This is an optimization exercise on Yosys and OpenROAD, whose aim is small area, a short achievable clock period and few clock cycles, not a production implementation. Function was checked by simulation only, so behaviour that the tests miss may differ from the original. Power figures rest on the tool's default switching activity, not on a simulated workload.

==> yarrow: inputs <==
// PIPELINED_CPU_TOP
module PIPELINED_CPU_TOP(Clk, Rst, IMemAddr, IMemData, DMemAddr, DMemWData, DMemWMask, DMemRData);
export LEC_CHECK = 0
export CAP_MARGIN = 35
export CORE_MARGIN = 2
export CORE_UTILIZATION = 40
export CTS_CLUSTER_DIAMETER = 70
export CTS_CLUSTER_SIZE = 22
export PLACE_DENSITY = 0.6
export SLEW_MARGIN = 35
create_clock -name core_clock -period 20.0 [get_ports {Clk}]
standard.sh (not shown) runs the stock make flow with config.mk's settings and CLKGATE_MAP_FILE= SYNTH_SCRIPT=/design/flow/synth_recipe.tcl, a recipe that flattens the netlist after the stock synthesis.
==> flow/flow/run.sh <==
#!/bin/bash
# The standard layout (standard.sh: the standard synthesis, floorplan,
# placement, CTS, routing) with two changes in how the layout is made:
#  - ORFS's repair_timing steps (floorplan, CTS, global route) are asked to
#    leave extra setup slack, so that timing repair works on this design's
#    real critical paths (the SDC and the clock period stay the design's);
#  - the port buffers that ORFS puts on every input and output are buf_4
#    cells instead of the delay-buffer cell it picks by default.
# make's full output goes to flow_make.log; each ORFS step also keeps its own
# log under orfs/logs.
set -euo pipefail
export SETUP_SLACK_MARGIN=14.6
export BUFFER_PORTS_ARGS="-buffer_cell sky130_fd_sc_hd__buf_4"
bash standard.sh > flow_make.log 2>&1
==> amber (differences from yarrow) <==
--- a/flow/config.mk
+++ b/flow/config.mk
@@ -9,6 +9,4 @@
 export CORE_MARGIN = 2
 export CORE_UTILIZATION = 40
-export CTS_CLUSTER_DIAMETER = 70
-export CTS_CLUSTER_SIZE = 22
 export PLACE_DENSITY = 0.6
 export SLEW_MARGIN = 35
==> umber (differences from yarrow) <==
--- a/flow/flow/run.sh
+++ b/flow/flow/run.sh
@@ -10,5 +10,5 @@
 # log under orfs/logs.
 set -euo pipefail
-export SETUP_SLACK_MARGIN=14.6
+export SETUP_SLACK_MARGIN=14.8
 export BUFFER_PORTS_ARGS="-buffer_cell sky130_fd_sc_hd__buf_4"
 bash standard.sh > flow_make.log 2>&1
--- a/flow/config.mk
+++ b/flow/config.mk
@@ -9,6 +9,5 @@
 export CORE_MARGIN = 2
 export CORE_UTILIZATION = 40
-export CTS_CLUSTER_DIAMETER = 70
-export CTS_CLUSTER_SIZE = 22
 export PLACE_DENSITY = 0.6
 export SLEW_MARGIN = 35
+export TNS_END_PERCENT = 30
==> run notes <==
- In sequential power, amber and yarrow hardly differ.
- umber completed with no timing, DRC or antenna violations. yarrow finished with timing, DRC and antenna clean. amber went through all stages and came out clean.
- The highest global-route usage belongs to umber, the lowest to yarrow.
- Die area is the same in amber and yarrow.
- Non-clock buffer count: amber < yarrow < umber.
- Via count: yarrow < amber < umber.
- The highest clock power belongs to umber, the lowest to yarrow.
- Combinational power: umber is higher than yarrow (about 3%).
- Of yarrow and umber, umber has the higher routed wire length (gap 2.2%, measured against umber).
Testbench counts of yarrow, summed over its fixed seeds: cycles 29,908.
Testbench counts of amber, summed over its fixed seeds: cycles 29,908.
Testbench counts of umber, summed over its fixed seeds: cycles 29,908.

==> inputs of branch quartz <==
Starting RTL as in the previous note.
clock: 20.0 ns
lec_check: 0
cap_margin: 35
core_margin: 2
core_utilization: 40
place_density: 0.6
slew_margin: 35
run.sh (not shown) runs the stock make flow with config.mk's settings and CLKGATE_MAP_FILE= SYNTH_SCRIPT=/design/flow/synth_recipe.tcl, a recipe that flattens the netlist after the stock synthesis.
Stock flow here: none of the scripts above is used.
==> branch nickel (differences from branch quartz) <==
==> flow/flow/run.sh (new file) <==
#!/bin/bash
# The standard layout (standard.sh: the standard synthesis, floorplan,
# placement, CTS, routing) with two changes in how the layout is made:
#  - ORFS's repair_timing steps (floorplan, CTS, global route) are asked to
#    leave extra setup slack, so that timing repair works on this design's
#    real critical paths (the SDC and the clock period stay the design's);
#  - the port buffers that ORFS puts on every input and output are buf_4
#    cells instead of the delay-buffer cell it picks by default.
# make's full output goes to flow_make.log; each ORFS step also keeps its own
# log under orfs/logs.
set -euo pipefail
export SETUP_SLACK_MARGIN=14.6
export BUFFER_PORTS_ARGS="-buffer_cell sky130_fd_sc_hd__buf_4"
bash standard.sh > flow_make.log 2>&1
==> flow/standard.sh (new file) <==
#!/bin/bash
# synth_recipe.tcl (not shown) runs the flow's synth.tcl, then flattens the netlist and writes it again
# the make line also repeats each setting of config.mk as NAME=value (left out here)
make -C /OpenROAD-flow-scripts/flow DESIGN_CONFIG=/design/flow/config.mk WORK_HOME=/design/flow/orfs CLKGATE_MAP_FILE= SYNTH_SCRIPT=/design/flow/synth_recipe.tcl "${@:-finish}"
Settings changed: TNS_END_PERCENT set to 30.
removed: flow/run.sh
==> summary of the runs <==
Branch quartz completed with no timing, DRC or antenna violations. Branch nickel ran to the end with no violations. Between branch quartz and branch nickel, the lower count of clock-buffer cells in the layout is in branch nickel (gap 9). Combinational power: branch nickel is larger than branch quartz (about 10%). In branch nickel the global-route usage is higher than in branch quartz, by 1.5 points. Via count: branch nickel is higher than branch quartz (about 4.3%). Of branch quartz and branch nickel, branch nickel has the higher final cell count (gap about 2%, measured against branch nickel). Die area is the same in branch quartz and branch nickel. Sequential power is about the same in branch nickel and branch quartz.
Testbench counts of branch quartz, summed over its fixed seeds: cycles 29,908.
Testbench counts of branch nickel, summed over its fixed seeds: cycles 29,908.

port drivers added, routing unchanged:
The flow's constraints put no driver on any port. The routed layouts listed below were extracted and timed again, unchanged, in two steps. Step 1, drivers: a clkbuf_16 drives Clk and a buf_2 each remaining input, both assumed. Step 2, shift: input delay + t, output delay - t, t = (earliest + latest rising clock arrival at the registers) / 2. This alone moves slack from input paths to output paths. a / b / c = ideal / step 1 / step 2; a / b = the first two.
run	t, ns	setup slack, ns	worst setup path after step 2	latest minus earliest clock arrival (ns)	worst slew at a driven data input, ns
yarrow	0.923	14.169 / 14.169 / 13.338	input to register	0.082 / 0.082	0.25
amber	0.948	14.182 / 14.235 / 13.288	input to register	0.063 / 0.063	0.25
umber	0.946	14.097 / 14.097 / 13.259	input to register	0.079 / 0.078	0.24
branch quartz	0.935	11.628 / 11.628 / 11.628	register to register	0.080 / 0.080	0.23
branch nickel	0.931	14.056 / 14.056 / 13.396	input to register	0.104 / 0.105	0.27
After both steps every run listed still meets setup and hold. The setup slack of amber, which loses most, moves by +0.053 ns with the drivers and by -0.894 ns with both steps.
